This is an optimization exercise on Yosys and OpenROAD, whose aim is small area, not a production implementation.
Function was checked by simulation only, so behaviour that the tests miss may differ from the original.
The clock cells of runs 1 to 4 and 6 to 8 come from the design's own scripts or RTL, not from TritonCTS.
The flow treats the clock pin as an ideal source. Dropping or thinning the clock tree relies on that and would not hold on a real chip.
Power figures rest on the tool's default switching activity, not on a simulated workload.

**flow/flow/run.sh**
```bash
#!/bin/bash
# Standard synthesis; then the combinational gates re-optimised by ABC with a
# stronger script (flip-flops untouched), tried with several deepsyn seeds
# and the smallest result kept; then the standard layout from floorplan on,
# with buf_1 port buffers and a two-level clock buffer tree (prects.tcl).
set -euo pipefail
W=$PWD
F=$W/flow
R=$W/orfs/results/$FLOW_PLATFORM/baseline_c5gx/base
YOSYS=$(command -v yosys || echo /OpenROAD-flow-scripts/tools/install/yosys/bin/yosys)

export BUFFER_PORTS_ARGS="-buffer_cell sky130_fd_sc_hd__buf_1"
export PRE_CTS_TCL=$F/prects.tcl
export ROOT_CLKBUF=sky130_fd_sc_hd__clkbuf_2
export LEAF_CLKBUF=sky130_fd_sc_hd__clkbuf_8

bash standard.sh synth > $W/std_synth.log 2>&1

cp $R/1_2_yosys.v $W/std_netlist.v
printf 'set_driving_cell sky130_fd_sc_hd__buf_1\nset_load 5\n' > $W/abc.constr
PERIOD_PS=$(python3 -c "print(int(float('$FLOW_PERIOD_NS')*1000))")
export RS_LIB=$FLOW_HOME/platforms/$FLOW_PLATFORM/lib/sky130_fd_sc_hd__tt_025C_1v80.lib
export RS_TOP=$FLOW_TOP RS_IN=$W/std_netlist.v RS_CONSTR=$W/abc.constr RS_PERIOD_PS=$PERIOD_PS
export YOSYS W F
SEEDS="1 2 3 4 5 6 7 8"
for s in $SEEDS; do
  printf 'strash\n&get -n\n&deepsyn -I 4 -J 200 -S %s\n&nf -R 1000 -p -F 10 -A 5 -a\n&put\ntopo\ndnsize -c\n' $s > $W/abc_seed$s.script
done
echo $SEEDS | tr ' ' '\n' | xargs -P ${NUM_CORES:-4} -I{} bash -c \
  'RS_SCRIPT=$W/abc_seed{}.script RS_OUT=$W/resynth_seed{}.v $YOSYS -c $F/resynth.tcl > $W/resynth_seed{}.log 2>&1 || true'
best=$(python3 - "$W" $SEEDS <<'PY'
import re, sys, os
w = sys.argv[1]; best = None
for s in sys.argv[2:]:
    p = f"{w}/resynth_seed{s}.v.stat"
    if not os.path.exists(p) or not os.path.exists(f"{w}/resynth_seed{s}.v"): continue
    m = re.search(r"Chip area for module .*?: ([\d.]+)", open(p).read())
    if m and (best is None or float(m.group(1)) < best[0]): best = (float(m.group(1)), s)
print(best[1])
PY
)
echo "kept seed $best" > $W/resynth_choice.log
cat $W/resynth_seed*.v.stat | grep "Chip area" >> $W/resynth_choice.log || true

cp $W/resynth_seed$best.v $R/1_2_yosys.v
rm -f $R/1_synth.odb $R/1_synth.sdc
bash standard.sh > $W/std_layout.log 2>&1
```
**flow/design.v**
```verilog
module baseline_c5gx(
      input              CLOCK_50_B7A,
      input              CPU_RESET_n,
      output      [6:0]  HEX0,
      output      [6:0]  HEX1,
      output      [6:0]  HEX2,
      output      [6:0]  HEX3,
      input       [3:0]  KEY,
      output      [7:0]  LEDG,
      output      [9:0]  LEDR,
      input       [9:0]  SW
);
	wire clk = CLOCK_50_B7A;
	wire rst = !CPU_RESET_n;
	localparam [2:0] OP_CLR  = 3'd0,
	                 OP_NONE = 3'd1,
	                 OP_HUP  = 3'd4,
	                 OP_HDN  = 3'd5,
	                 OP_MUP  = 3'd6,
	                 OP_MDN  = 3'd7,
	                 OP_SCLR = 3'd3,
	                 OP_ADV  = 3'd2;
	reg key3_low;
	always @(posedge clk) key3_low <= !KEY[3];
	wire pulse = !key3_low && !KEY[3];
	reg run;
	always @(posedge clk) run <= !rst && (run ^ pulse);
	reg [2:0] step;
	always @(posedge clk, posedge rst)
		if (rst) step <= 3'd0;
		else if (run) step <= step + 3'd1;
	reg [3:0] div;
	always @(posedge clk, posedge rst)
		if (rst) div <= 4'd0;
		else div <= div + 4'd1;
	wire tick = (div == 4'd7);
	reg [2:0] op;
	reg       sw_inc;
	reg [2:0] op_next;
	always @(*) begin
		op_next = OP_NONE;
		if (tick) begin
			if (SW[2]) begin
				case (SW[1:0])
					2'b00: if (KEY[1:0] == 2'b01) op_next = OP_HUP;
					       else if (KEY[1:0] == 2'b10) op_next = OP_HDN;
					2'b01: if (KEY[1:0] == 2'b01) op_next = OP_MUP;
					       else if (KEY[1:0] == 2'b10) op_next = OP_MDN;
					2'b10: if (KEY[1] != KEY[0]) op_next = OP_SCLR;
					default: ;
				endcase
			end else if (SW[8])
				op_next = OP_ADV;
		end
	end
	always @(posedge clk, posedge rst)
		if (rst) op <= OP_CLR;
		else op <= op_next;
	always @(posedge clk) sw_inc <= run && (step == 3'd7);
	wire clr = (op == OP_CLR);
	wire adv = (op == OP_ADV);
	reg [4:0] t_h;
	reg [5:0] t_m;
	reg [5:0] t_s;
	wire s_last = t_s[5] & t_s[4] & t_s[3] & t_s[1] & t_s[0];
	wire m_last = t_m[5] & t_m[4] & t_m[3] & t_m[1] & t_m[0];
	wire h_last = t_h[4] & t_h[2] & t_h[1] & t_h[0];
	wire m_zero = (t_m == 6'd0);
	wire h_zero = (t_h == 5'd0);
	wire s_clr = clr | (op == OP_SCLR);
	wire m_up = (op == OP_MUP) | adv & s_last;
	wire m_dn = (op == OP_MDN);
	wire h_up = (op == OP_HUP) | adv & s_last & m_last;
	wire h_dn = (op == OP_HDN);
	wire [5:0] s_t;
	assign s_t[0] = adv;
	assign s_t[1] = adv & t_s[0];
	assign s_t[2] = adv & t_s[0] & t_s[1] & !s_last;
	assign s_t[3] = adv & (t_s[0] & t_s[1] & t_s[2] | s_last);
	assign s_t[4] = adv & (t_s[0] & t_s[1] & t_s[2] & t_s[3] | s_last);
	assign s_t[5] = adv & (t_s[0] & t_s[1] & t_s[2] & t_s[3] & t_s[4] | s_last);
	wire [5:0] c_s = s_clr ? 6'd0 : t_s ^ s_t;
	wire [5:0] md = t_m ^ {6{m_dn}};
	wire m_en = m_up | m_dn;
	wire m_wrap = m_up & m_last | m_dn & m_zero;
	wire [5:0] m_t;
	assign m_t[0] = m_en;
	assign m_t[1] = m_en & md[0];
	assign m_t[2] = m_en & md[0] & md[1] & !m_wrap;
	assign m_t[3] = m_en & md[0] & md[1] & md[2] | m_up & m_last;
	assign m_t[4] = m_en & md[0] & md[1] & md[2] & md[3] | m_up & m_last;
	assign m_t[5] = m_en & md[0] & md[1] & md[2] & md[3] & md[4] | m_up & m_last;
	wire [5:0] c_m = clr ? 6'd0 : t_m ^ m_t;
	wire [4:0] hd = t_h ^ {5{h_dn}};
	wire h_en = h_up | h_dn;
	wire [4:0] h_t;
	assign h_t[0] = h_en;
	assign h_t[1] = h_en & hd[0];
	assign h_t[2] = h_en & hd[0] & hd[1];
	assign h_t[3] = h_en & hd[0] & hd[1] & hd[2] & !(h_up & h_last | h_dn & h_zero);
	assign h_t[4] = h_en & hd[0] & hd[1] & hd[2] & hd[3] | h_up & h_last;
	wire [4:0] c_h = clr ? 5'd0 : t_h ^ h_t;
	always @(posedge clk) begin
		t_h <= c_h;
		t_m <= c_m;
		t_s <= c_s;
	end
	reg [3:0] d0, d1, d2, d3;
	function [3:0] dnext(input [3:0] d, input inc, input clr);
	begin
		dnext[0] = !clr & (d[0] ^ inc);
		dnext[1] = !clr & (d[1] ^ (inc & d[0] & !d[3]));
		dnext[2] = !clr & (d[2] ^ (inc & d[0] & d[1]));
		dnext[3] = !clr & (d[3] ^ (inc & d[0] & (d[3] | d[1] & d[2])));
	end
	endfunction
	wire i1 = sw_inc & d0[0] & d0[3];
	wire i2 = i1 & d1[0] & d1[3];
	wire i3 = i2 & d2[0] & d2[3];
	always @(posedge clk) begin
		d0 <= dnext(d0, sw_inc, clr);
		d1 <= dnext(d1, i1, clr);
		d2 <= dnext(d2, i2, clr);
		d3 <= dnext(d3, i3, clr);
	end
	reg [1:0] dsp_mode;
	reg       dsp_sec;
	always @(posedge clk) begin
		dsp_mode <= SW[9] ? SW[4:3] : 2'b11;
		dsp_sec  <= SW[7];
	end
	function [6:0] seg(input [3:0] n);
	begin
		seg[0] = (n[0] & !n[1] & !n[2] & !n[3]) | (n[2] & n[3]) | (!n[0] & !n[1] & n[2]);
		seg[1] = !((!n[0] & !n[1]) | (n[0] & n[1] & !n[3]) | (!n[2]));
		seg[2] = (n[1] & n[3]) | (!n[0] & n[1] & !n[2]);
		seg[3] = (!n[0] & !n[1] & n[2]) | (n[0] & !n[1] & !n[2] & !n[3]) | (n[0] & n[1] & n[2]);
		seg[4] = (!n[1] & n[2]) | (n[0]);
		seg[5] = (n[1] & !n[2]) | (n[0] & !n[2] & !n[3]) | (n[0] & n[1]);
		seg[6] = (!n[1] & !n[2] & !n[3]) | (n[0] & n[1] & n[2]);
	end
	endfunction
	function [6:0] bcd60(input [5:0] v);
	begin
		bcd60[0] = (v[0]);
		bcd60[1] = !((v[1] & v[3] & !v[4] & !v[5]) | (v[1] & !v[2] & !v[3] & v[4]) | (!v[1] & !v[2] & v[3] & !v[5]) | (v[2] & v[3] & v[4]) | (!v[1] & !v[2] & !v[4] & !v[5]) | (v[1] & v[4] & v[5]) | (!v[1] & v[3] & !v[4] & v[5]) | (v[1] & !v[3] & v[5]) | (!v[2] & !v[3] & v[4] & v[5]) | (!v[1] & v[2] & !v[3] & !v[5]));
		bcd60[2] = !((v[1] & v[2] & !v[3] & !v[4] & v[5]) | (!v[1] & !v[3] & v[4] & v[5]) | (v[1] & !v[2] & !v[3] & v[4]) | (!v[1] & v[2] & v[3] & !v[5]) | (v[2] & v[4] & !v[5]) | (!v[1] & !v[2] & !v[4]) | (v[1] & !v[2] & v[3] & v[5]) | (!v[2] & !v[4] & !v[5]));
		bcd60[3] = (v[1] & v[2] & !v[3] & !v[4] & v[5]) | (!v[1] & v[2] & v[3] & v[4]) | (v[1] & v[3] & v[4] & v[5]) | (v[1] & !v[2] & !v[3] & v[4] & !v[5]) | (!v[1] & !v[2] & !v[3] & v[4] & v[5]) | (!v[1] & !v[2] & v[3] & !v[4] & !v[5]);
		bcd60[4] = !((!v[1] & v[2] & v[3] & v[4]) | (!v[3] & !v[4] & !v[5]) | (!v[1] & !v[2] & !v[3] & v[4] & v[5]) | (!v[1] & !v[2] & v[3] & !v[4]) | (v[3] & !v[4] & v[5]) | (v[2] & !v[3] & !v[5]) | (!v[2] & v[3] & v[4] & !v[5]));
		bcd60[5] = (v[2] & v[4] & !v[5]) | (!v[3] & !v[4] & v[5]) | (v[3] & v[4] & !v[5]);
		bcd60[6] = !((!v[5]) | (!v[3] & !v[4]));
	end
	endfunction
	function [5:0] bcd24(input [4:0] v);
	begin
		bcd24[0] = (v[0]);
		bcd24[1] = !((v[1] & !v[2] & v[4]) | (v[1] & v[3]) | (!v[1] & v[2] & !v[3]) | (!v[1] & !v[2] & !v[4]));
		bcd24[2] = !((v[2] & v[4]) | (v[1] & !v[2]) | (!v[1] & v[3]) | (!v[2] & !v[4]));
		bcd24[3] = !((!v[1] & !v[3]) | (v[2]) | (v[1] & !v[4]));
		bcd24[4] = (v[1] & v[3]) | (!v[2] & v[4]) | (v[2] & v[3]);
		bcd24[5] = (v[2] & v[4]);
	end
	endfunction
	wire [5:0] x  = dsp_sec ? t_s : t_m;
	wire [6:0] xb = bcd60(x);
	wire [5:0] hb = bcd24(t_h);
	wire [3:0] n3 = dsp_mode == 2'b00 ? (dsp_sec ? 4'd0 : {2'b00, hb[5:4]}) :
	                dsp_mode == 2'b10 ? d3 : 4'hf;
	wire [3:0] n2 = dsp_mode == 2'b00 ? (dsp_sec ? 4'd0 : hb[3:0]) :
	                dsp_mode == 2'b10 ? d2 : 4'hf;
	wire [3:0] n1 = !dsp_mode[1] ? {1'b0, xb[6:4]} : dsp_mode[0] ? 4'hf : d1;
	wire [3:0] n0 = !dsp_mode[1] ? xb[3:0] : dsp_mode[0] ? 4'hf : d0;
	assign HEX3 = seg(n3);
	assign HEX2 = seg(n2);
	assign HEX1 = seg(n1);
	assign HEX0 = seg(n0);
	assign LEDR = SW;
	assign LEDG = {2'b00, c_s};
endmodule
```
**flow/standard.sh**
```bash
#!/bin/bash
# synth_recipe.tcl (not shown) runs the flow's synth.tcl, then flattens the netlist and writes it again
# the make line also repeats each setting of config.mk as NAME=value (left out here)
make -C /OpenROAD-flow-scripts/flow DESIGN_CONFIG=/design/flow/config.mk WORK_HOME=/design/flow/orfs CLKGATE_MAP_FILE= SYNTH_SCRIPT=/design/flow/synth_recipe.tcl "${@:-finish}"
```
**flow/config.mk**
```make
export PLATFORM = sky130hd
export DESIGN_NAME = baseline_c5gx
export DESIGN_NICKNAME = baseline_c5gx
export VERILOG_FILES = /design/flow/design.v
export SDC_FILE = /design/flow/constraint.sdc
export NUM_CORES = 4
export LEC_CHECK = 0
export CAP_MARGIN = 20
export CORE_MARGIN = 2
export CORE_UTILIZATION = 70
export SLEW_MARGIN = 20
```
**flow/constraint.sdc**
```tcl
create_clock -name core_clock -period 20.0 [get_ports {CLOCK_50_B7A}]
set_input_delay 4.0000 -clock core_clock [delete_from_list [all_inputs] [get_ports {CLOCK_50_B7A}]]
set_output_delay 4.0000 -clock core_clock [all_outputs]
set_load 0.01 [all_outputs]
```
**flow/flow/prects.tcl**
```tcl
# Clock distribution made here instead of by clock_tree_synthesis: the clock
# pins are split into four groups by position (halves in x, then in y), each
# group is driven by a leaf clock buffer at its centre, and one root buffer
# drives the four leaves, so every register's clock passes the same two
# buffers. ORFS's clock_tree_synthesis is then skipped; the rest of its CTS
# step (placement legalisation, timing repair) runs as usual.
set clk_port [get_name [lindex [get_property [lindex [all_clocks] 0] sources] 0]]
set block [ord::get_db_block]
set dbu [$block getDbUnitsPerMicron]
set net [$block findNet $clk_port]
set sinks {}
foreach it [$net getITerms] {
  set box [[$it getInst] getBBox]
  lappend sinks [list [expr {([$box xMin] + [$box xMax]) / 2.0 / $dbu}] \
                      [expr {([$box yMin] + [$box yMax]) / 2.0 / $dbu}] \
                      "[[$it getInst] getName]/[[$it getMTerm] getName]"]
}
proc halves { items idx } {
  set s [lsort -real -index $idx $items]
  set h [expr {[llength $s] / 2}]
  return [list [lrange $s 0 [expr {$h - 1}]] [lrange $s $h end]]
}
proc centre { items } {
  set sx 0.0
  set sy 0.0
  foreach i $items {
    set sx [expr {$sx + [lindex $i 0]}]
    set sy [expr {$sy + [lindex $i 1]}]
  }
  set n [llength $items]
  return [list [expr {$sx / $n}] [expr {$sy / $n}]]
}
set groups {}
foreach half [halves $sinks 0] {
  foreach q [halves $half 1] { lappend groups $q }
}
set k 0
set leaves {}
foreach g $groups {
  set pins {}
  foreach i $g { lappend pins [get_pins [lindex $i 2]] }
  set c [centre $g]
  puts "clock leaf buffer $k: [llength $g] clock pins at $c"
  insert_buffer -buffer_cell $::env(LEAF_CLKBUF) -net $clk_port -load_pins $pins \
    -location $c -buffer_name clkleaf_$k -net_name clknet_leaf_$k
  lappend leaves [list {*}$c x]
  incr k
}
set c [centre $leaves]
puts "clock root buffer at $c"
insert_buffer -buffer_cell $::env(ROOT_CLKBUF) -net $clk_port -location $c \
  -buffer_name clkroot_buf -net_name clknet_root
foreach n [$block getNets] {
  foreach it [$n getITerms] {
    if { [$it isClocked] } { $n setSigType CLOCK; break }
  }
}
$net setSigType CLOCK
foreach it [$net getITerms] {
  set o [[$it getInst] findITerm X]
  if { $o ne "NULL" && [$o getNet] ne "NULL" } { [$o getNet] setSigType CLOCK }
}
set_propagated_clock [all_clocks]
rename clock_tree_synthesis __orfs_clock_tree_synthesis
proc clock_tree_synthesis { args } {
  puts "clock_tree_synthesis skipped: the clock has its buffers"
}
```
**flow/flow/resynth.tcl**
```tcl
# Re-optimises the combinational logic of the standard synthesis netlist with a
# stronger ABC script. Every flip-flop (and tie cell) stays the same instance,
# with the same name and cell type; only the gates between them change.
yosys -import
set lib $::env(RS_LIB)
set top $::env(RS_TOP)
read_liberty -overwrite -ignore_miss_func -ignore_miss_dir $lib
read_verilog -overwrite $::env(RS_IN)
hierarchy -top $top
setattr -mod -set keep_hierarchy 1 {sky130_fd_sc_hd__df*} {sky130_fd_sc_hd__edf*} {sky130_fd_sc_hd__conb*}
flatten
opt_clean -purge
techmap
opt -fast
abc -script $::env(RS_SCRIPT) -liberty $lib -dont_use *lpflow* -dont_use *probe* -constr $::env(RS_CONSTR) -D $::env(RS_PERIOD_PS)
opt_clean -purge
hilomap -singleton -hicell sky130_fd_sc_hd__conb_1 HI -locell sky130_fd_sc_hd__conb_1 LO
splitnets
opt_clean -purge
select -module $top
tee -o $::env(RS_OUT).stat stat -liberty $lib
write_verilog -noattr -nohex -nodec -selected $::env(RS_OUT)
```
==> results of run 1 <==
-- state kept, by name, summed over array words and instances, names as in the netlist --
signal,cells
d0,4
d1,4
d2,4
d3,4
div,4
dsp_mode,2
dsp_sec,1
key3_low,1
op,3
run,1
step,3
sw_inc,1
t_h,5
t_m,6
t_s,6
-- cell type report, clock buffers not listed --
| type | instances | area (sq um) | share of cell area |
|---|---|---|---|
| tap | 48 | 60.1 | 0.0204 |
| multi-input combinational | 271 | 1520 | 0.517 |
| sequential | 49 | 1030 | 0.350 |
| inverter | 14 | 52.6 | 0.0178 |
| timing repair buffer | 56 | 218 | 0.0739 |
-- stage by stage --
| step | util | setup slack (ns) | hold WS [ns] | area (sq um) | std cells |
|---|---|---|---|---|---|
| 6_report | 0.816 | 11.69 | 0.477 | 2940 | 443 |
| 5_1_grt | 0.816 | 11.45 | 0.511 | 2940 | 443 |
| 4_1_cts | 0.816 | 11.69 | 0.478 | 2940 | 443 |
| 3_5_place_dp | 0.800 | 11.69 | 0.467 | 2880 | 438 |
| 2_1_floorplan | - | 12.00 | 0.439 | 2610 | 334 |
| 3_3_place_gp | 0.800 | 11.71 | 0.453 | 2880 | 438 |
-- per-layer routing --
metal	vias to the layer above	global-route usage
met3	12	0.0191
met2	105	0.497
met4	0	0.0878
li1	1340	-
met1	1182	0.376
met5	-	0
-- worst paths after layout --
path                                       end  slack (ns)  depth (start not counted)
min                        step[2]$_DFFE_PN0P_        0.48                          1
max                                    LEDR[1]       11.69                          2
max in group asynchronous  step[1]$_DFFE_PN0P_       16.08                          1
min reg2reg                step[2]$_DFFE_PN0P_        0.48                          1
min in group asynchronous      op[2]$_DFF_PN0_        3.56                          1
max reg2reg                  t_h[3]$_SDFF_PN0_       16.54                         13
-- power breakdown --
group	leakage [uW]	internal, uW	switching, uW	total (uW)
Sequential	0.000445	115	19.4	135
Combinational	0.000652	27.0	38.1	65.1
Clock	0.0000329	19.1	29.8	48.9
==> results.py, run 1 <==
metrics = {
    "sta": {
        "relSlewSlack": 0.473,
        "fin_tns_setup_ns": 0,
        "rsz0062_at_grt": "false",
        "min_period_ns": 8.31,
        "worstMarginPinSlew_ns": 0.790,
        "drv_slew": 0,
        "fin_skew_ns": 0.0148,
        "hold_viol_final": 0,
        "period_share": 0.415,
        "timing.fmax_mhz": 120,
        "final-setup-viol-count": 0,
    },
    "cells_and_area": {
        "diodes": 0,
        "final_common_cell": "buf_1",
        "layout_common_cells": "buf_1 (54), a21oi_1 (45), dfxtp_1 (39), nor2_1 (38), o21ai_0 (36)",
        "drive_gt1_frac": 0.0177,
        "final_nets": 413,
        "areaGrowthSynthToFinish_pct": 13.1,
        "fillers": 269,
    },
    "clock_tree": {
        "ctsHoldBuffers": 0,
        "cts_setup_buffers": 0,
        "clkSlewWorstSetupHoldPaths_ns": 0.07,
        "cts_resized": 0,
        "clkLatencyLatePin_ns": 0.40,
    },
    "worst_setup_path": {
        "cp_common_cell": "buf_1",
        "crit_chain": "buf_1, buf_1",
        "cp_max_fo": 3,
        "crit-reg2reg-launch": "op[2]$_DFF_PN0_",
        "setup.worst_path.end_class": "primary output",
        "path_class": "in2out",
        "cp_num_buf_inv": 2,
        "critical_path.top_delay_family": "buffers and inverters",
        "critPathMaxStageDelay_ns": 0.17,
        "crit_path_top_delay_cell": "buf_1",
        "startpoint_type": "input pin",
        "crit_arrival_ns": 4.31,
        "crit_start": "SW[1]",
        "required_ns": 16.00,
    },
    "detailed_routing": {
        "firstDrtPassIters": 4,
        "num_vias": 2639,
        "highest_layer": "met4",
        "met2WireLength_um": 2810,
        "met1_length_um": 2680,
        "route.detailed.drc": 0,
        "finalWirelength_um": 5950,
        "first_iter_violations": 206,
        "drtAntennaViolNets": 0,
        "wl_per_cell_um": 13.4,
        "viasPerCell": 5.96,
        "wl_met3_um": 351,
    },
    "global_route": {
        "grt_max_degree": 31,
        "grtUsageTotal": 0.284,
        "antenna_found_initial": 0,
        "grt_pass1_wl_um": 9970,
        "grt_overflow": 0,
        "grt_pass1_vias": 2371,
    },
    "placed_design": {
        "place_congestion": 0.843,
        "dp_hpwl_um": 4390,
        "io_buffers": 54,
    },
    "power": {
        "leakage_uw": 0.00113,
        "ir_drop_v": 0.0000590,
        "power.total_uw": 249,
        "power_density_nw_per_um2": 84.4,
    },
    "die": {
        "fp.dieArea_sq_um": 4220,
        "die_h_um": 65.0,
        "core_area_sq_um": 3610,
        "num_rows": 22,
        "io_pins": 62,
        "die_x_um": 65.0,
        "initial_core_util": 0.722,
    },
    "min_path": {
        "holdCritStartpoint": "step[2]$_DFFE_PN0P_",
        "worstHoldPathType": "reg2reg",
    },
    "synth": {
        "yosys_warnings": 1,
        "syn_inst": 333,
        "avgSynthCellArea_sq_um": 7.82,
        "syn_area_sq_um": 2600,
    },
    "status": {
        "outcome": "no timing/DRC/antenna violations",
    },
    "job": {
        "drv_cap": 0,
    },
}
==> run 2, diff against run 1 <==
--- a/flow/design.v
+++ b/flow/design.v
@@ -22,2 +22,4 @@
 	                 OP_ADV  = 3'd2;
+	reg [2:0] op;
+	wire clr = (op == OP_CLR);
 	reg key3_low;
@@ -28,11 +30,10 @@
 	reg [2:0] step;
-	always @(posedge clk, posedge rst)
-		if (rst) step <= 3'd0;
-		else if (run) step <= step + 3'd1;
+	wire [2:0] step_now = clr ? 3'd0 : step;
+	always @(posedge clk)
+		step <= step_now + {2'b00, run};
 	reg [3:0] div;
-	always @(posedge clk, posedge rst)
-		if (rst) div <= 4'd0;
-		else div <= div + 4'd1;
-	wire tick = (div == 4'd7);
-	reg [2:0] op;
+	wire [3:0] div_now = clr ? 4'd0 : div;
+	always @(posedge clk)
+		div <= div_now + 4'd1;
+	wire tick = (div_now == 4'd7);
 	reg       sw_inc;
@@ -58,4 +59,3 @@
 		else op <= op_next;
-	always @(posedge clk) sw_inc <= run && (step == 3'd7);
-	wire clr = (op == OP_CLR);
+	always @(posedge clk) sw_inc <= run && (step_now == 3'd7);
 	wire adv = (op == OP_ADV);
--- a/flow/flow/run.sh
+++ b/flow/flow/run.sh
@@ -26,3 +26,3 @@
 for s in $SEEDS; do
-  printf 'strash\n&get -n\n&deepsyn -I 4 -J 200 -S %s\n&nf -R 1000 -p -F 10 -A 5 -a\n&put\ntopo\ndnsize -c\n' $s > $W/abc_seed$s.script
+  printf 'strash\n&get -n\n&deepsyn -I 4 -J 200 -S %s\n&dch -f\n&nf -R 1000 -p -F 10 -A 5 -a\n&put\ntopo\ndnsize -c\n' $s > $W/abc_seed$s.script
 done
==> run 2 against run 1 <==
Critical path type unchanged. Register-to-register slack improved by 0.13 ns. Sequential power is 15% higher. Design area fell by 2.6%. Critical endpoint is now LEDR[2]. First-iteration DRC count is 33% lower. Flip-flop and latch count did not move.
==> results.py, run 2 <==
metrics = {
    "worst_setup_path": {
        "crit_chain": "buf_1, buf_1",
        "critical_path.top_delay_family": "buffers and inverters",
        "crit_arrival_ns": 4.32,
        "startpoint_type": "input pin",
        "crit-reg2reg-launch": "op[2]$_DFF_PN0_",
        "required_ns": 16.00,
        "cp_common_cell": "buf_1",
        "crit_path_top_delay_cell": "buf_1",
        "worstRegToRegCells": 17,
        "ff2ff_setup_slack_ns": 16.67,
        "critPathMaxStageDelay_ns": 0.17,
        "setup.worst_path.end_class": "primary output",
        "cp_max_fo": 4,
        "timing.rr.end": "t_h[4]$_SDFF_PN0_",
        "cp_num_buf_inv": 2,
        "path_class": "in2out",
    },
    "detailed_routing": {
        "num_vias": 2633,
        "wl_per_cell_um": 13.1,
        "finalWirelength_um": 5730,
        "firstDrtPassIters": 4,
        "first_iter_violations": 139,
        "drtAntennaViolNets": 0,
        "viasPerCell": 6.01,
        "route.detailed.drc": 0,
    },
    "die": {
        "die_h_um": 64.2,
        "initial_core_util": 0.742,
        "io_pins": 62,
        "fp.dieArea_sq_um": 4120,
        "num_rows": 21,
        "core_area_sq_um": 3420,
        "die_x_um": 64.2,
    },
    "sta": {
        "final-setup-viol-count": 0,
        "worstMarginPinSlew_ns": 0.740,
        "relSlewSlack": 0.507,
        "fin_skew_ns": 0.00906,
        "timing.fmax_mhz": 120,
        "hold_viol_final": 0,
        "min_period_ns": 8.32,
        "rsz0062_at_grt": "false",
        "fin_tns_setup_ns": 0,
        "period_share": 0.416,
        "drv_slew": 0,
    },
    "synth": {
        "avgSynthCellArea_sq_um": 7.66,
        "yosys_warnings": 1,
        "syn_area_sq_um": 2540,
        "syn_inst": 331,
    },
    "power": {
        "ir_drop_v": 0.0000718,
        "clkPwrFrac": 0.163,
        "power_frac_seq": 0.511,
        "p_sw_uw": 119,
        "power_density_nw_per_um2": 106,
        "power.total_uw": 303,
        "combPwrFrac": 0.326,
        "switching_share": 0.393,
        "leakage_uw": 0.00113,
        "p_int_uw": 184,
    },
    "job": {
        "drv_cap": 0,
    },
    "clock_tree": {
        "ctsHoldBuffers": 0,
        "cts_resized": 0,
        "cts_setup_buffers": 0,
        "clkLatencyLatePin_ns": 0.41,
        "clkSlewWorstSetupHoldPaths_ns": 0.08,
    },
    "placed_design": {
        "place_congestion": 0.882,
        "io_buffers": 54,
        "dp_hpwl_um": 4210,
    },
    "cells_and_area": {
        "drive_gt1_frac": 0.0153,
        "fillers": 225,
        "areaGrowthSynthToFinish_pct": 13.1,
        "final_common_cell": "buf_1",
        "largestRegisters": "t_m x6, t_s x6, t_h x5",
        "layout_common_cells": "buf_1 (54), a21oi_1 (50), dfxtp_1 (46), o21ai_0 (37), nor2_1 (37)",
        "diodes": 0,
        "final_nets": 410,
        "multiInputGateArea_sq_um": 1510,
        "regArea_sq_um": 996,
    },
    "global_route": {
        "grt_pass1_vias": 2272,
        "grtUsageTotal": 0.269,
        "antenna_found_initial": 0,
        "grt_max_degree": 26,
        "grt_overflow": 0,
        "grt_pass1_wl_um": 9440,
    },
    "status": {
        "outcome": "no timing/DRC/antenna violations",
    },
    "min_path": {
        "whs_endpoint": "div[0]$_DFF_P_",
        "holdCritStartpoint": "div[0]$_DFF_P_",
        "worstHoldPathType": "reg2reg",
        "whs_path_depth": 1,
    },
}
-- run 2: worst max-delay path by stage --
stage	from	end	slack [ns]	cells past startpoint
CTS	SW[2]	LEDR[2]	11.68	2
detailed placement	SW[2]	LEDR[2]	11.68	2
global route	SW[2]	LEDR[2]	11.64	2
global placement	SW[2]	LEDR[2]	11.71	2
floorplan	SW[0]	LEDR[0]	12.00	0
finish	SW[2]	LEDR[2]	11.68	2
-- run 2: stage by stage --
step           worst slack, ns   util  instance area, sq um  hold WS [ns]  instances
6_report                 11.68  0.840                  2870         0.435        438
5_1_grt                  11.64  0.840                  2870         0.463        438
4_1_cts                  11.68  0.840                  2870         0.438        438
3_5_place_dp             11.68  0.822                  2810         0.421        433
3_3_place_gp             11.71  0.822                  2810         0.408        433
2_1_floorplan            12.00      -                  2540         0.393        332
-- run 2: layout make-up, clock buffers not listed --
type	count	area share
timing repair buffer	55	0.0733
inverter	9	0.0118
tap	46	0.0201
sequential	49	0.347
multi-input combinational	274	0.527
-- run 2: power groups by stage --
stage	clock network (uW)	logic, uW	registers, uW
5_1_grt	52.9	110	159
4_1_cts	49.8	98.6	154
6_report	49.4	98.8	155
3_5_place_dp	0	98.2	155
3_3_place_gp	0	93.5	154
2_1_floorplan	0	74.5	148
-- run 2: routing by layer --
layer	track usage	share of wire	up-vias
met5	0	0	-
met2	0.484	0.47	93
li1	-	-	1350
met3	0.0264	0.068	11
met1	0.351	0.44	1179
met4	0.0532	0.013	0
==> run 3, diff against run 2 <==
--- a/flow/flow/run.sh
+++ b/flow/flow/run.sh
@@ -15,2 +15,3 @@
 export LEAF_CLKBUF=sky130_fd_sc_hd__clkbuf_8
+export LEAF_GROUPS=3
 
--- a/flow/flow/prects.tcl
+++ b/flow/flow/prects.tcl
@@ -1,5 +1,5 @@
 # Clock distribution made here instead of by clock_tree_synthesis: the clock
-# pins are split into four groups by position (halves in x, then in y), each
+# pins are split into LEAF_GROUPS groups by x position, each
 # group is driven by a leaf clock buffer at its centre, and one root buffer
-# drives the four leaves, so every register's clock passes the same two
+# drives the leaves, so every register's clock passes the same two
 # buffers. ORFS's clock_tree_synthesis is then skipped; the rest of its CTS
@@ -33,4 +33,7 @@
 set groups {}
-foreach half [halves $sinks 0] {
-  foreach q [halves $half 1] { lappend groups $q }
+set ng $::env(LEAF_GROUPS)
+set s [lsort -real -index 0 $sinks]
+set n [llength $s]
+for {set g 0} {$g < $ng} {incr g} {
+  lappend groups [lrange $s [expr {$g * $n / $ng}] [expr {($g + 1) * $n / $ng - 1}]]
 }
==> run 3 against run 2 <==
Still clean on timing, DRC and antenna. Critical endpoint unchanged. Critical path type unchanged. Via count up 0.99%. First-iteration DRC count up 25%. Worst hold slack gained 0.0026 ns. Maximum frequency about the same.
==> results.py, run 3 <==
metrics = {
    "status": {
        "outcome": "no timing/DRC/antenna violations",
    },
    "synth": {
        "avgSynthCellArea_sq_um": 7.66,
        "yosys_warnings": 1,
        "syn_area_sq_um": 2540,
        "syn_inst": 331,
    },
    "min_path": {
        "holdCritStartpoint": "div[0]$_DFF_P_",
        "whs_endpoint": "div[0]$_DFF_P_",
        "whs_path_depth": 1,
        "worstHoldPathType": "reg2reg",
    },
    "clock_tree": {
        "cts_resized": 0,
        "cts_setup_buffers": 0,
        "ctsHoldBuffers": 0,
        "clkLatencyLatePin_ns": 0.37,
        "clkSlewWorstSetupHoldPaths_ns": 0.09,
    },
    "worst_setup_path": {
        "startpoint_type": "input pin",
        "crit-reg2reg-launch": "op[2]$_DFF_PN0_",
        "required_ns": 16.00,
        "ff2ff_setup_slack_ns": 16.66,
        "cp_common_cell": "buf_1",
        "crit_arrival_ns": 4.32,
        "critPathMaxStageDelay_ns": 0.17,
        "crit_path_top_delay_cell": "buf_1",
        "worstRegToRegCells": 17,
        "cp_max_fo": 4,
        "cp_num_buf_inv": 2,
        "timing.rr.end": "t_h[4]$_SDFF_PN0_",
        "path_class": "in2out",
        "setup.worst_path.end_class": "primary output",
        "critical_path.top_delay_family": "buffers and inverters",
        "crit_chain": "buf_1, buf_1",
    },
    "detailed_routing": {
        "route.detailed.drc": 0,
        "first_iter_violations": 174,
        "firstDrtPassIters": 5,
        "finalWirelength_um": 5770,
        "num_vias": 2659,
        "wl_per_cell_um": 13.2,
        "viasPerCell": 6.08,
        "drtAntennaViolNets": 0,
    },
    "die": {
        "initial_core_util": 0.742,
        "die_h_um": 64.2,
        "core_area_sq_um": 3420,
        "num_rows": 21,
        "die_x_um": 64.2,
        "io_pins": 62,
        "fp.dieArea_sq_um": 4120,
    },
    "cells_and_area": {
        "regArea_sq_um": 996,
        "final_common_cell": "buf_1",
        "layout_common_cells": "buf_1 (54), a21oi_1 (50), dfxtp_1 (46), o21ai_0 (37), nor2_1 (37)",
        "multiInputGateArea_sq_um": 1510,
        "largestRegisters": "t_m x6, t_s x6, t_h x5",
        "layout.cells.non_filler": 437,
        "drive_gt1_frac": 0.0128,
        "fillers": 238,
        "areaGrowthSynthToFinish_pct": 12.5,
        "diodes": 0,
        "final_nets": 409,
    },
    "global_route": {
        "grt_max_degree": 26,
        "antenna_found_initial": 0,
        "grtUsageTotal": 0.270,
        "grt_pass1_wl_um": 9450,
        "grt_pass1_vias": 2244,
        "grt_overflow": 0,
    },
    "sta": {
        "relSlewSlack": 0.512,
        "rsz0062_at_grt": "false",
        "timing.fmax_mhz": 120,
        "drv_slew": 0,
        "worstMarginPinSlew_ns": 0.731,
        "min_period_ns": 8.32,
        "period_share": 0.416,
        "fin_tns_setup_ns": 0,
        "hold_viol_final": 0,
        "fin_skew_ns": 0.0238,
        "final-setup-viol-count": 0,
    },
    "job": {
        "drv_cap": 0,
    },
    "placed_design": {
        "dp_hpwl_um": 4210,
        "dp_cells": 433,
        "place_congestion": 0.882,
        "io_buffers": 54,
    },
    "power": {
        "power.total_uw": 298,
        "leakage_uw": 0.00113,
        "power_density_nw_per_um2": 104,
        "ir_drop_v": 0.0000930,
    },
}
-- run 3: cell type report, clock buffers not listed --
| class | instances | share of cell area |
|---|---|---|
| multi-input cells | 274 | 0.529 |
| inverters | 9 | 0.0118 |
| flip-flops and latches | 49 | 0.349 |
| repair buffers | 55 | 0.0737 |
| well taps | 46 | 0.0202 |
-- run 3: how the worst max path moves through the flow --
stage / start / endpoint / slack (ns) / cells after the start
final: SW[2] / LEDR[2] / 11.68 / 2
after global routing: SW[2] / LEDR[2] / 11.64 / 2
after CTS: SW[2] / LEDR[2] / 11.68 / 2
after detailed placement: SW[2] / LEDR[2] / 11.68 / 2
after global placement: SW[2] / LEDR[2] / 11.71 / 2
after floorplan: SW[0] / LEDR[0] / 12.00 / 0
-- run 3: where the power goes --
| part | switching (uW) | internal (uW) |
|---|---|---|
| combinational | 58.6 | 40.8 |
| sequential | 30.7 | 124 |
| clock | 28.7 | 15.0 |
-- run 3: routing by layer --
| metal | track usage | vias to the layer above | part of all wire |
|---|---|---|---|
| li1 | - | 1343 | - |
| met1 | 0.357 | 1181 | 0.44 |
| met2 | 0.491 | 121 | 0.47 |
| met3 | 0.0194 | 14 | 0.073 |
| met4 | 0.0452 | 0 | 0.014 |
| met5 | 0 | - | 0 |
-- run 3: stage by stage --
| step | hold slack, ns | utilization | cell area (sq um) | setup WS (ns) |
|---|---|---|---|---|
| 2_1_floorplan | 0.393 | - | 2540 | 12.00 |
| 3_3_place_gp | 0.408 | 0.822 | 2810 | 11.71 |
| 3_5_place_dp | 0.421 | 0.822 | 2810 | 11.68 |
| 4_1_cts | 0.441 | 0.836 | 2850 | 11.68 |
| 5_1_grt | 0.458 | 0.836 | 2850 | 11.64 |
| 6_report | 0.438 | 0.836 | 2850 | 11.68 |
==> run 4, diff against run 3 <==
--- a/flow/flow/run.sh
+++ b/flow/flow/run.sh
@@ -4,3 +4,3 @@
 # and the smallest result kept; then the standard layout from floorplan on,
-# with buf_1 port buffers and a two-level clock buffer tree (prects.tcl).
+# with buf_1 port buffers and a one level of clock buffers (prects.tcl).
 set -euo pipefail
@@ -13,3 +13,3 @@
 export PRE_CTS_TCL=$F/prects.tcl
-export ROOT_CLKBUF=sky130_fd_sc_hd__clkbuf_2
+export ROOT_CLKBUF=
 export LEAF_CLKBUF=sky130_fd_sc_hd__clkbuf_8
--- a/flow/flow/prects.tcl
+++ b/flow/flow/prects.tcl
@@ -2,5 +2,5 @@
 # pins are split into LEAF_GROUPS groups by x position, each
-# group is driven by a leaf clock buffer at its centre, and one root buffer
-# drives the leaves, so every register's clock passes the same two
-# buffers. ORFS's clock_tree_synthesis is then skipped; the rest of its CTS
+# group is driven by a leaf clock buffer at its centre, and the clock port (or
+# a root buffer, if ROOT_CLKBUF is set) drives the leaves, so every
+# register's clock passes the same buffers. ORFS's clock_tree_synthesis is then skipped; the rest of its CTS
 # step (placement legalisation, timing repair) runs as usual.
@@ -51,6 +51,8 @@
 }
-set c [centre $leaves]
-puts "clock root buffer at $c"
-insert_buffer -buffer_cell $::env(ROOT_CLKBUF) -net $clk_port -location $c \
-  -buffer_name clkroot_buf -net_name clknet_root
+if { $::env(ROOT_CLKBUF) ne "" } {
+  set c [centre $leaves]
+  puts "clock root buffer at $c"
+  insert_buffer -buffer_cell $::env(ROOT_CLKBUF) -net $clk_port -location $c \
+    -buffer_name clkroot_buf -net_name clknet_root
+}
 foreach n [$block getNets] {
==> run 4 against run 3 <==
Final cell count fell by 0.23%. Critical path depth did not move. Sequential share of layout area rose by 0.061 points. Combinational power is essentially flat. Highest routed layer unchanged.
==> results.py, run 4 <==
metrics = {
    "sta": {
        "period_share": 0.416,
        "setup_slack_ns": 11.68,
        "final-setup-viol-count": 0,
        "timing.fmax_mhz": 120,
        "rsz0062_at_grt": "false",
        "hold_viol_final": 0,
        "min_period_ns": 8.32,
        "fin_tns_setup_ns": 0,
        "relSlewSlack": 0.518,
        "fin_skew_ns": 0.0218,
        "drv_slew": 0,
        "worstMarginPinSlew_ns": 0.703,
    },
    "worst_setup_path": {
        "critPathMaxStageDelay_ns": 0.17,
        "crit_arrival_ns": 4.32,
        "cp_max_fo": 4,
        "path_class": "in2out",
        "setup.worst_path.end_class": "primary output",
        "cp_num_buf_inv": 2,
        "crit_chain": "buf_1, buf_1",
        "required_ns": 16.00,
        "critical_path.top_delay_family": "buffers and inverters",
        "cp_common_cell": "buf_1",
        "startpoint_type": "input pin",
        "crit_path_top_delay_cell": "buf_1",
    },
    "die": {
        "io_pins": 62,
        "core_area_sq_um": 3420,
        "num_rows": 21,
        "die_h_um": 64.2,
        "initial_core_util": 0.742,
        "die_x_um": 64.2,
        "fp.dieArea_sq_um": 4120,
    },
    "cells_and_area": {
        "diodes": 0,
        "fillers": 240,
        "areaGrowthSynthToFinish_pct": 12.3,
        "final_nets": 408,
        "largestRegisters": "t_m x6, t_s x6, t_h x5",
        "layout.cells.non_filler": 436,
        "drive_gt1_frac": 0.0103,
        "post-route-util": 0.834,
        "layout_common_cells": "buf_1 (54), a21oi_1 (50), dfxtp_1 (46), o21ai_0 (37), nor2_1 (37)",
        "final_common_cell": "buf_1",
    },
    "clock_tree": {
        "ctsHoldBuffers": 0,
        "clkLatencyLatePin_ns": 0.17,
        "clkSlewWorstSetupHoldPaths_ns": 0.09,
        "cts_setup_buffers": 0,
        "cts_resized": 0,
    },
    "detailed_routing": {
        "wl_per_cell_um": 13.2,
        "firstDrtPassIters": 5,
        "num_vias": 2643,
        "viasPerCell": 6.06,
        "drtAntennaViolNets": 0,
        "first_iter_violations": 162,
        "route.detailed.drc": 0,
        "finalWirelength_um": 5740,
    },
    "power": {
        "power.total_uw": 293,
        "ir_drop_v": 0.0000927,
        "power_density_nw_per_um2": 103,
        "leakage_uw": 0.00112,
    },
    "placed_design": {
        "dp_slack_ns": 11.68,
        "io_buffers": 54,
        "place_congestion": 0.882,
        "dp_hpwl_um": 4210,
        "dp_cells": 433,
    },
    "min_path": {
        "worstHoldPathType": "reg2reg",
    },
    "synth": {
        "avgSynthCellArea_sq_um": 7.66,
        "yosys_warnings": 1,
        "syn_inst": 331,
        "syn_area_sq_um": 2540,
    },
    "global_route": {
        "grt_overflow": 0,
        "antenna_found_initial": 0,
        "grt_max_degree": 26,
        "grt_pass1_vias": 2259,
        "grt_pass1_wl_um": 9470,
        "grtUsageTotal": 0.270,
    },
    "job": {
        "drv_cap": 0,
    },
    "status": {
        "outcome": "no timing/DRC/antenna violations",
    },
}
[run 4: final cells by class, clock buffers not listed]
type                       count  area, sq um  area share
tap                           46         57.6      0.0202
inverter                       9         33.8      0.0119
timing repair buffer          55          210      0.0738
multi-input combinational    274         1510       0.530
sequential                    49          996       0.350
[run 4: worst paths after layout]
path	depth (start not counted)	end	slack, ns	startpoint
worst max-delay path	2	LEDR[2]	11.68	SW[2]
worst min-delay path	1	div[0]$_DFF_P_	0.44	div[0]$_DFF_P_
worst max register to register	17	t_h[4]$_SDFF_PN0_	16.66	op[2]$_DFF_PN0_
worst min register to register	1	div[0]$_DFF_P_	0.44	div[0]$_DFF_P_
max in group asynchronous	1	op[1]$_DFF_PN0_	16.19	CPU_RESET_n
min in group asynchronous	1	op[0]$_DFF_PN0_	3.65	CPU_RESET_n
[run 4: metrics by stage]
stage	cell area, sq um	hold slack, ns
after floorplan	2540	0.393
after global placement	2810	0.408
after detailed placement	2810	0.421
after CTS	2850	0.441
after global routing	2850	0.458
final	2850	0.437
[run 4: worst register-to-register path, stage by stage (launching register included)]
cell	delay [ns]
dfrtp_1	0.43
nor2b_1	0.24
and3_1	0.33
nand2b_1	0.13
o21ai_0	0.31
and3_1	0.29
nand2_1	0.07
nor2_1	0.18
o21a_1	0.20
nand3b_1	0.12
nor2_1	0.11
a21oi_1	0.06
xor2_1	0.16
nand3b_1	0.19
a21oi_1	0.17
nor2_1	0.06
a21oi_1	0.12
nor2_1	0.05
[run 4: power breakdown]
part / switching [uW] / total, uW / internal [uW] / leakage, uW
Clock: 24.5 / 38.4 / 13.9 / 0.0000216
Sequential: 30.8 / 155 / 124 / 0.000416
Combinational: 58.8 / 99.5 / 40.8 / 0.000684
[run 4: layer usage]
metal / share of wire / wire length, um / GRT usage / vias up
met5: 0 / 0 / 0 / -
met4: 0.0047 / 27 / 0.0399 / 0
met3: 0.066 / 380 / 0.0141 / 4
met2: 0.48 / 2780 / 0.503 / 112
met1: 0.44 / 2560 / 0.351 / 1189
li1: - / - / - / 1338
==> run 5, diff against run 4 <==
--- a/flow/flow/run.sh
+++ b/flow/flow/run.sh
@@ -4,3 +4,3 @@
 # and the smallest result kept; then the standard layout from floorplan on,
-# with buf_1 port buffers and a one level of clock buffers (prects.tcl).
+# with buf_1 port buffers and one level of clock buffers (prects.tcl).
 set -euo pipefail
@@ -27,3 +27,3 @@
 for s in $SEEDS; do
-  printf 'strash\n&get -n\n&deepsyn -I 4 -J 200 -S %s\n&dch -f\n&nf -R 1000 -p -F 10 -A 5 -a\n&put\ntopo\ndnsize -c\n' $s > $W/abc_seed$s.script
+  printf 'strash\n&get -n\n&deepsyn -I 4 -J 500 -S %s\n&dch -f\n&nf -R 1000 -p -F 10 -A 5 -a\n&put\ntopo\ndnsize -c\n' $s > $W/abc_seed$s.script
 done
--- a/flow/config.mk
+++ b/flow/config.mk
@@ -9,3 +9,3 @@
 export CORE_MARGIN = 2
-export CORE_UTILIZATION = 70
+export CORE_UTILIZATION = 80
 export SLEW_MARGIN = 20
==> run 5 against run 4 <==
The flow now stops in 3_3_place_gp. Synthesized area unchanged. Synthesized cell count unchanged.
==> results.py, run 5 <==
metrics = {
    "synth": {
        "syn_inst": 331,
        "yosys_warnings": 1,
        "avgSynthCellArea_sq_um": 7.66,
        "syn_area_sq_um": 2540,
    },
    "status": {
        "stop_stage": "3_3_place_gp",
        "error": "[ERROR GPL-0301] Utilization 104.765 % exceeds 100%.",
        "outcome": "aborted with a tool error",
    },
    "die": {
        "initial_core_util": 0.838,
        "num_rows": 20,
        "die_x_um": 60.3,
        "die_h_um": 60.3,
        "io_pins": 62,
    },
    "placed_design": {
        "io_buffers": 54,
    },
}
==> run 6, diff against run 5 <==
--- a/flow/config.mk
+++ b/flow/config.mk
@@ -9,3 +9,3 @@
 export CORE_MARGIN = 2
-export CORE_UTILIZATION = 80
+export CORE_UTILIZATION = 70
 export SLEW_MARGIN = 20
==> run 6 against run 5 <==
The run now finishes clean. Synthesized cell count did not move. Synthesized area did not move.
==> results.py, run 6 <==
metrics = {
    "power": {
        "ir_drop_v": 0.0000927,
        "leakage_uw": 0.00112,
        "p_int_uw": 179,
        "clkPwrFrac": 0.131,
        "combPwrFrac": 0.340,
        "power_frac_seq": 0.529,
        "power_density_nw_per_um2": 103,
        "switching_share": 0.390,
        "p_sw_uw": 114,
    },
    "global_route": {
        "grt_pass1_wl_um": 9470,
        "antenna_found_initial": 0,
        "grt_pass1_vias": 2259,
        "grt_overflow": 0,
        "grtUsageTotal": 0.270,
        "grt_max_degree": 26,
    },
    "worst_setup_path": {
        "setup.worst_path.end_class": "primary output",
        "critPathMaxStageDelay_ns": 0.17,
        "crit_arrival_ns": 4.32,
        "timing.rr.end": "t_h[4]$_SDFF_PN0_",
        "ff2ff_setup_slack_ns": 16.66,
        "crit_start": "SW[2]",
        "cp_common_cell": "buf_1",
        "critical_path.top_delay_family": "buffers and inverters",
        "crit_path_top_delay_cell": "buf_1",
        "path_class": "in2out",
        "worstRegToRegCells": 17,
        "crit_chain": "buf_1, buf_1",
        "cp.depth": 2,
        "cp_max_fo": 4,
        "required_ns": 16.00,
        "startpoint_type": "input pin",
        "cp_num_buf_inv": 2,
        "crit-reg2reg-launch": "op[2]$_DFF_PN0_",
    },
    "die": {
        "num_rows": 21,
        "die_x_um": 64.2,
        "fp.dieArea_sq_um": 4120,
        "die_h_um": 64.2,
        "initial_core_util": 0.742,
        "io_pins": 62,
        "core_area_sq_um": 3420,
    },
    "job": {
        "drv_cap": 0,
    },
    "sta": {
        "relSlewSlack": 0.518,
        "worstMarginPinSlew_ns": 0.703,
        "hold_viol_final": 0,
        "fin_tns_setup_ns": 0,
        "setup_slack_ns": 11.68,
        "min_period_ns": 8.32,
        "rsz0062_at_grt": "false",
        "timing.fmax_mhz": 120,
        "final-setup-viol-count": 0,
        "fin_skew_ns": 0.0218,
        "period_share": 0.416,
        "drv_slew": 0,
    },
    "clock_tree": {
        "cts_setup_buffers": 0,
        "clkSlewWorstSetupHoldPaths_ns": 0.09,
        "cts_resized": 0,
        "clkLatencyLatePin_ns": 0.17,
        "ctsHoldBuffers": 0,
    },
    "synth": {
        "syn_inst": 331,
        "yosys_warnings": 1,
        "syn_area_sq_um": 2540,
        "avgSynthCellArea_sq_um": 7.66,
    },
    "detailed_routing": {
        "first_iter_violations": 162,
        "num_vias": 2643,
        "firstDrtPassIters": 5,
        "viasPerCell": 6.06,
        "route.detailed.drc": 0,
        "finalWirelength_um": 5740,
        "wl_per_cell_um": 13.2,
        "drtAntennaViolNets": 0,
    },
    "cells_and_area": {
        "layout_common_cells": "buf_1 (54), a21oi_1 (50), dfxtp_1 (46), o21ai_0 (37), nor2_1 (37)",
        "final_nets": 408,
        "largestRegisters": "t_m x6, t_s x6, t_h x5",
        "diodes": 0,
        "drive_gt1_frac": 0.0103,
        "final_common_cell": "buf_1",
        "fillers": 240,
        "areaGrowthSynthToFinish_pct": 12.3,
    },
    "min_path": {
        "holdCritStartpoint": "div[0]$_DFF_P_",
        "worstHoldPathType": "reg2reg",
        "whs_path_depth": 1,
        "whs_endpoint": "div[0]$_DFF_P_",
    },
    "placed_design": {
        "dp_hpwl_um": 4210,
        "dp_slack_ns": 11.68,
        "place_congestion": 0.882,
        "io_buffers": 54,
    },
    "status": {
        "outcome": "no timing/DRC/antenna violations",
    },
}
run 6: worst max-delay path by stage:
stage / endpoint / slack (ns)
after floorplan: LEDR[0] / 12.00
after global placement: LEDR[2] / 11.71
after detailed placement: LEDR[2] / 11.68
after CTS: LEDR[2] / 11.68
after global routing: LEDR[2] / 11.64
final: LEDR[2] / 11.68
run 6: metrics by stage:
step	area, sq um	cells	hold slack (ns)	util	power, uW
2_1_floorplan	2540	332	0.393	-	222
3_3_place_gp	2810	433	0.408	0.822	247
3_5_place_dp	2810	433	0.421	0.822	254
4_1_cts	2850	436	0.441	0.834	292
5_1_grt	2850	436	0.458	0.834	312
6_report	2850	436	0.437	0.834	293
run 6: layout make-up, clock buffers not listed:
class | count | area (sq um) | share of cell area
timing repair buffer | 55 | 210 | 0.0738
sequential | 49 | 996 | 0.350
tap | 46 | 57.6 | 0.0202
inverter | 9 | 33.8 | 0.0119
multi-input combinational | 274 | 1510 | 0.530
run 6: power groups by stage:
stage | Sequential, uW | Clock [uW] | Combinational [uW]
finish | 155 | 38.4 | 99.5
floorplan | 148 | 0 | 74.5
CTS | 153 | 39.2 | 98.8
global placement | 154 | 0 | 93.5
detailed placement | 155 | 0 | 98.2
global route | 159 | 42.4 | 110
run 6: metal layers:
| layer | vias to the layer above | global-route usage | part of all wire |
|---|---|---|---|
| met5 | - | 0 | 0 |
| met4 | 0 | 0.0399 | 0.0047 |
| met3 | 4 | 0.0141 | 0.066 |
| met2 | 112 | 0.503 | 0.48 |
| met1 | 1189 | 0.351 | 0.44 |
| li1 | 1338 | - | - |
==> run 7, diff against run 6 <==
--- a/flow/flow/run.sh
+++ b/flow/flow/run.sh
@@ -4,3 +4,3 @@
 # and the smallest result kept; then the standard layout from floorplan on,
-# with buf_1 port buffers and one level of clock buffers (prects.tcl).
+# with buf_1 port buffers and a one level of clock buffers (prects.tcl).
 set -euo pipefail
@@ -15,3 +15,2 @@
 export LEAF_CLKBUF=sky130_fd_sc_hd__clkbuf_8
-export LEAF_GROUPS=3
 
@@ -27,3 +26,3 @@
 for s in $SEEDS; do
-  printf 'strash\n&get -n\n&deepsyn -I 4 -J 500 -S %s\n&dch -f\n&nf -R 1000 -p -F 10 -A 5 -a\n&put\ntopo\ndnsize -c\n' $s > $W/abc_seed$s.script
+  printf 'strash\n&get -n\n&deepsyn -I 4 -J 200 -S %s\n&dch -f\n&nf -R 1000 -p -F 10 -A 5 -a\n&put\ntopo\ndnsize -c\n' $s > $W/abc_seed$s.script
 done
--- a/flow/flow/prects.tcl
+++ b/flow/flow/prects.tcl
@@ -1,5 +1,5 @@
 # Clock distribution made here instead of by clock_tree_synthesis: the clock
-# pins are split into LEAF_GROUPS groups by x position, each
-# group is driven by a leaf clock buffer at its centre, and the clock port (or
-# a root buffer, if ROOT_CLKBUF is set) drives the leaves, so every
+# pins are split into four groups by position (halves in x, then in y), each
+# group is driven by a leaf clock buffer at its centre, and the clock port
+# (or a root buffer, if ROOT_CLKBUF is set) drives the four leaves, so every
 # register's clock passes the same buffers. ORFS's clock_tree_synthesis is then skipped; the rest of its CTS
@@ -33,7 +33,4 @@
 set groups {}
-set ng $::env(LEAF_GROUPS)
-set s [lsort -real -index 0 $sinks]
-set n [llength $s]
-for {set g 0} {$g < $ng} {incr g} {
-  lappend groups [lrange $s [expr {$g * $n / $ng}] [expr {($g + 1) * $n / $ng - 1}]]
+foreach half [halves $sinks 0] {
+  foreach q [halves $half 1] { lappend groups $q }
 }
==> run 7 against run 6 <==
Maximum frequency barely moved. Sequential share of layout area shrank 0.17 points. Final cell count grew 0.23%. Clock skew down 0.0089 ns. Register-to-register slack about the same. Largest power group unchanged. Largest cell class unchanged. Design area grew 0.48%. Via count down 0.64%. Highest routed layer unchanged. Synthesized cell count is the same.
==> results.py, run 7 <==
metrics = {
    "worst_setup_path": {
        "critical_path.top_delay_family": "buffers and inverters",
        "path_class": "in2out",
        "cp.depth": 2,
        "crit_arrival_ns": 4.32,
        "crit-reg2reg-launch": "op[2]$_DFF_PN0_",
        "crit_chain": "buf_1, buf_1",
        "cp_common_cell": "buf_1",
        "setup.worst_path.end_class": "primary output",
        "startpoint_type": "input pin",
        "cp_num_buf_inv": 2,
        "required_ns": 16.00,
        "timing.rr.end": "t_h[4]$_SDFF_PN0_",
        "cp_max_fo": 4,
        "critPathMaxStageDelay_ns": 0.17,
        "crit_path_top_delay_cell": "buf_1",
        "ff2ff_setup_slack_ns": 16.67,
        "worstRegToRegCells": 17,
    },
    "cells_and_area": {
        "final_common_cell": "buf_1",
        "layout.cells.non_filler": 437,
        "drive_gt1_frac": 0.0128,
        "largestRegisters": "t_m x6, t_s x6, t_h x5",
        "post-route-util": 0.838,
        "areaGrowthSynthToFinish_pct": 12.9,
        "stdcell_area_sq_um": 2860,
        "layout_common_cells": "buf_1 (54), a21oi_1 (50), dfxtp_1 (46), o21ai_0 (37), nor2_1 (37)",
        "final_nets": 409,
        "diodes": 0,
    },
    "die": {
        "io_pins": 62,
        "num_rows": 21,
        "core_area_sq_um": 3420,
        "die_h_um": 64.2,
        "initial_core_util": 0.742,
        "die_x_um": 64.2,
        "fp.dieArea_sq_um": 4120,
    },
    "synth": {
        "yosys_warnings": 1,
        "avgSynthCellArea_sq_um": 7.66,
        "syn_area_sq_um": 2540,
        "syn_inst": 331,
    },
    "sta": {
        "relSlewSlack": 0.507,
        "min_period_ns": 8.32,
        "period_share": 0.416,
        "setup_slack_ns": 11.68,
        "fin_tns_setup_ns": 0,
        "rsz0062_at_grt": "false",
        "timing.fmax_mhz": 120,
        "hold_viol_final": 0,
        "final-setup-viol-count": 0,
        "fin_skew_ns": 0.0129,
        "drv_slew": 0,
        "worstMarginPinSlew_ns": 0.740,
    },
    "detailed_routing": {
        "finalWirelength_um": 5640,
        "firstDrtPassIters": 5,
        "num_vias": 2626,
        "drtAntennaViolNets": 0,
        "viasPerCell": 6.01,
        "wl_per_cell_um": 12.9,
        "first_iter_violations": 134,
        "route.detailed.drc": 0,
    },
    "min_path": {
        "whs_path_depth": 1,
        "whs_endpoint": "div[0]$_DFF_P_",
        "holdCritStartpoint": "div[0]$_DFF_P_",
        "worstHoldPathType": "reg2reg",
    },
    "global_route": {
        "grtUsageTotal": 0.264,
        "grt_overflow": 0,
        "antenna_found_initial": 0,
        "grt_max_degree": 26,
        "grt_pass1_wl_um": 9270,
        "grt_pass1_vias": 2237,
    },
    "placed_design": {
        "io_buffers": 54,
        "dp_cells": 433,
        "dp_hpwl_um": 4210,
        "dp_slack_ns": 11.68,
        "place_congestion": 0.882,
        "place_area_sq_um": 2810,
    },
    "power": {
        "ir_drop_v": 0.0000702,
        "leakage_uw": 0.00113,
        "power_density_nw_per_um2": 104,
    },
    "clock_tree": {
        "cts_setup_buffers": 0,
        "ctsHoldBuffers": 0,
        "clkLatencyLatePin_ns": 0.15,
        "cts_resized": 0,
        "clkSlewWorstSetupHoldPaths_ns": 0.08,
    },
    "job": {
        "drv_cap": 0,
    },
    "status": {
        "outcome": "no timing/DRC/antenna violations",
    },
}
-- run 7: stage by stage --
stage / hold WS (ns) / power, uW
2_1_floorplan: 0.393 / 222
3_3_place_gp: 0.408 / 247
3_5_place_dp: 0.421 / 254
4_1_cts: 0.438 / 295
5_1_grt: 0.463 / 316
6_report: 0.435 / 297
-- run 7: cell type report, clock buffers not listed --
class,instances,area (sq um)
Multi-Input combinational cell,274,1510
Tap cell,46,57.6
Timing Repair Buffer,55,210
Sequential cell,49,996
Fill cell,226,553
Inverter,9,33.8
-- run 7: metal layers --
layer | part of all wire | GRT usage | vias up
met5 | 0 | 0 | -
li1 | - | - | 1350
met4 | 0.013 | 0.0479 | 0
met3 | 0.056 | 0.0194 | 10
met1 | 0.45 | 0.348 | 1176
met2 | 0.48 | 0.477 | 90
-- run 7: how the worst max path moves through the flow --
stage	from	to	slack (ns)
3_3_place_gp	SW[2]	LEDR[2]	11.71
3_5_place_dp	SW[2]	LEDR[2]	11.68
2_1_floorplan	SW[0]	LEDR[0]	12.00
5_1_grt	SW[2]	LEDR[2]	11.64
6_report	SW[2]	LEDR[2]	11.68
4_1_cts	SW[2]	LEDR[2]	11.68
-- run 7: where the power goes --
part | internal (uW) | leakage [uW] | switching [uW]
logic | 40.8 | 0.000684 | 58.0
clock network | 18.4 | 0.0000288 | 25.2
registers | 124 | 0.000416 | 30.6
total | 183 | 0.00113 | 114
==> run 8, diff against run 7 <==
==> flow/flow/run.sh (replaced) <==
#!/bin/bash
# Standard synthesis; then the combinational gates re-optimised by ABC with a
# stronger script (flip-flops untouched), in rounds of several deepsyn seeds,
# the smallest result kept; then the standard layout from floorplan on,
# with buf_1 port buffers and one level of clock buffers (prects.tcl).
set -euo pipefail
W=$PWD
F=$W/flow
R=$W/orfs/results/$FLOW_PLATFORM/baseline_c5gx/base
YOSYS=$(command -v yosys || echo /OpenROAD-flow-scripts/tools/install/yosys/bin/yosys)

export BUFFER_PORTS_ARGS="-buffer_cell sky130_fd_sc_hd__buf_1"
export PRE_CTS_TCL=$F/prects.tcl
export ROOT_CLKBUF=
export LEAF_CLKBUF=sky130_fd_sc_hd__clkbuf_8
export LEAF_GROUPS=3

bash standard.sh synth > $W/std_synth.log 2>&1

cp $R/1_2_yosys.v $W/std_netlist.v
printf 'set_driving_cell sky130_fd_sc_hd__buf_1\nset_load 5\n' > $W/abc.constr
PERIOD_PS=$(python3 -c "print(int(float('$FLOW_PERIOD_NS')*1000))")
export RS_LIB=$FLOW_HOME/platforms/$FLOW_PLATFORM/lib/sky130_fd_sc_hd__tt_025C_1v80.lib
export RS_TOP=$FLOW_TOP RS_IN=$W/std_netlist.v RS_CONSTR=$W/abc.constr RS_PERIOD_PS=$PERIOD_PS
export YOSYS W F
# Round 1 starts from the standard netlist with seeds 1-8; each later round
# starts from the best netlist so far with seeds 1-4; the smallest is kept.
pick() {
  python3 - "$@" <<'PY'
import re, sys, os
best = None
for v in sys.argv[1:]:
    p = v + ".stat"
    if not (os.path.exists(p) and os.path.exists(v)): continue
    m = re.search(r"Chip area for module .*?: ([\d.]+)", open(p).read())
    if m and (best is None or float(m.group(1)) < best[0]): best = (float(m.group(1)), v)
print(best[1])
PY
}
IN=$W/std_netlist.v
BEST=
: > $W/resynth_choice.log
for round in 1 2 3; do
  if [ $round = 1 ]; then SEEDS="1 2 3 4 5 6 7 8"; else SEEDS="1 2 3 4"; fi
  for s in $SEEDS; do
    printf 'strash\n&get -n\n&deepsyn -I 4 -J 200 -S %s\n&dch -f\n&nf -R 1000 -p -F 10 -A 5 -a\n&put\ntopo\ndnsize -c\n' $s > $W/abc_r${round}_s$s.script
  done
  export IN round
  echo $SEEDS | tr ' ' '\n' | xargs -P ${NUM_CORES:-4} -I{} bash -c \
    'RS_IN=$IN RS_SCRIPT=$W/abc_r${round}_s{}.script RS_OUT=$W/resynth_r${round}_s{}.v $YOSYS -c $F/resynth.tcl > $W/resynth_r${round}_s{}.log 2>&1 || true'
  BEST=$(pick $BEST $W/resynth_r${round}_s*.v)
  IN=$BEST
  echo "round $round: best so far $BEST" >> $W/resynth_choice.log
done
grep -H "Chip area" $W/resynth_r*.v.stat >> $W/resynth_choice.log || true

cp $BEST $R/1_2_yosys.v
rm -f $R/1_synth.odb $R/1_synth.sdc
bash standard.sh > $W/std_layout.log 2>&1
--- a/flow/flow/prects.tcl
+++ b/flow/flow/prects.tcl
@@ -1,5 +1,5 @@
 # Clock distribution made here instead of by clock_tree_synthesis: the clock
-# pins are split into four groups by position (halves in x, then in y), each
-# group is driven by a leaf clock buffer at its centre, and the clock port
-# (or a root buffer, if ROOT_CLKBUF is set) drives the four leaves, so every
+# pins are split into LEAF_GROUPS groups by x position, each
+# group is driven by a leaf clock buffer at its centre, and the clock port (or
+# a root buffer, if ROOT_CLKBUF is set) drives the leaves, so every
 # register's clock passes the same buffers. ORFS's clock_tree_synthesis is then skipped; the rest of its CTS
@@ -33,4 +33,7 @@
 set groups {}
-foreach half [halves $sinks 0] {
-  foreach q [halves $half 1] { lappend groups $q }
+set ng $::env(LEAF_GROUPS)
+set s [lsort -real -index 0 $sinks]
+set n [llength $s]
+for {set g 0} {$g < $ng} {incr g} {
+  lappend groups [lrange $s [expr {$g * $n / $ng}] [expr {($g + 1) * $n / $ng - 1}]]
 }
==> run 8 against run 7 <==
Still clean on timing, DRC and antenna. Critical endpoint is now LEDR[1]. Power decreased by 0.96%. Wire length decreased by 3.0%. Register-to-register slack got worse by 0.12 ns. Synthesized area decreased by 0.44%. Critical path depth unchanged. Clock skew decreased by 0.00086 ns. Critical path type unchanged. Sequential power about the same. Setup slack improved by 0.018 ns.
==> results.py, run 8 <==
metrics = {
    "synth": {
        "avgSynthCellArea_sq_um": 7.77,
        "syn_inst": 325,
        "syn_area_sq_um": 2520,
    },
    "min_path": {
        "worstHoldPathType": "reg2reg",
    },
    "sta": {
        "fin_tns_setup_ns": 0,
        "drv_slew": 0,
        "rsz0062_at_grt": "false",
        "timing.fmax_mhz": 120,
        "min_period_ns": 8.30,
        "relSlewSlack": 0.549,
    },
    "status": {
        "outcome": "no timing/DRC/antenna violations",
    },
    "clock_tree": {
        "clkSlewWorstSetupHoldPaths_ns": 0.09,
        "cts_setup_buffers": 0,
        "ctsHoldBuffers": 0,
        "cts_resized": 0,
    },
    "detailed_routing": {
        "drtAntennaViolNets": 0,
        "firstDrtPassIters": 4,
        "route.detailed.drc": 0,
        "num_vias": 2534,
        "wl_per_cell_um": 12.7,
    },
    "worst_setup_path": {
        "required_ns": 16.00,
        "setup.worst_path.end_class": "primary output",
        "critPathMaxStageDelay_ns": 0.17,
        "cp_max_fo": 3,
        "path_class": "in2out",
        "crit_chain": "buf_1, buf_1",
        "critical_path.top_delay_family": "buffers and inverters",
        "cp_common_cell": "buf_1",
    },
    "global_route": {
        "grt_max_degree": 22,
        "grt_pass1_vias": 2336,
        "grt_pass1_wl_um": 9770,
        "antenna_found_initial": 0,
    },
    "die": {
        "die_x_um": 64.1,
        "core_area_sq_um": 3390,
        "initial_core_util": 0.745,
    },
    "cells_and_area": {
        "layout_common_cells": "buf_1 (54), dfxtp_1 (46), a21oi_1 (44), nor2_1 (37), nand2_1 (32)",
        "final_nets": 402,
        "largestRegisters": "t_m x6, t_s x6, t_h x5",
        "stdcell_area_sq_um": 2840,
        "final_common_cell": "buf_1",
        "areaGrowthSynthToFinish_pct": 12.6,
        "diodes": 0,
        "multiInputGateArea_sq_um": 1520,
        "layout.cells.non_filler": 430,
    },
    "placed_design": {
        "place_congestion": 0.911,
        "dp_cells": 427,
        "dp_hpwl_um": 4050,
    },
    "job": {
        "drv_cap": 0,
    },
    "power": {
        "leakage_uw": 0.00111,
    },
}
run 8: changes by cell type in the layout (fill, tap and decap cells not counted), moves of 3 or more:
cell / before / now
nand2b_1: 5 / 9
a211oi_1: 2 / 5
clkinv_1: 9 / 5
a21oi_1: 50 / 44
xnor2_1: 4 / 7
nor3_1: 14 / 17
a31oi_1: 6 / 2
o21ai_0: 37 / 29
nor2b_1: 7 / 10
run 8: final timing paths:
path,slack [ns],endpoint,cells after the start,startpoint
worst max-delay path,11.70,LEDR[1],2,SW[1]
worst min-delay path,0.43,div[0]$_DFF_P_,1,div[0]$_DFF_P_
worst max register to register,16.55,t_h[3]$_SDFF_PN0_,15,op[2]$_DFF_PN0_
worst min register to register,0.43,div[0]$_DFF_P_,1,div[0]$_DFF_P_
max in group asynchronous,16.18,op[0]$_DFF_PN0_,1,CPU_RESET_n
min in group asynchronous,3.65,op[1]$_DFF_PN0_,1,CPU_RESET_n
run 8: cell type report, clock buffers not listed:
| class | count | area share |
|---|---|---|
| well taps | 46 | 0.0202 |
| multi-input cells | 272 | 0.534 |
| inverters | 5 | 0.00660 |
| repair buffers | 55 | 0.0739 |
| flip-flops and latches | 49 | 0.350 |
run 8: through the flow:
step	power (uW)	util	worst slack, ns
3_3_place_gp	252	0.827	11.70
6_report	294	0.839	11.70
3_5_place_dp	257	0.827	11.70
2_1_floorplan	225	-	12.00
4_1_cts	294	0.839	11.70
5_1_grt	316	0.839	11.67
run 8: worst register-to-register path, cell delays in order, from the launching register on:
cell	delay (ns)
dfrtp_1	0.45
nor2b_1	0.26
and3_1	0.33
nand2b_1	0.11
o21ai_0	0.39
and3_1	0.28
nand2_1	0.09
nor2_1	0.13
nor2_1	0.07
a21oi_1	0.25
nand3b_1	0.15
or3_1	0.35
nor2_1	0.14
nor2_1	0.07
nor3_1	0.20
xnor2_1	0.14
run 8: power by group through the flow:
stage | sequential (uW) | combinational [uW] | clock (uW)
2_1_floorplan | 149 | 76.9 | 0
3_3_place_gp | 155 | 97.1 | 0
3_5_place_dp | 156 | 101 | 0
4_1_cts | 154 | 102 | 37.6
5_1_grt | 160 | 116 | 40.5
6_report | 155 | 102 | 37.0
run 8: metal layers:
metal / vias up / GRT usage / wire, um
met5: - / 0 / 0
met4: 0 / 0.0408 / 39
met3: 4 / 0.0211 / 308
met2: 71 / 0.525 / 2710
met1: 1154 / 0.355 / 2420
li1: 1305 / - / -
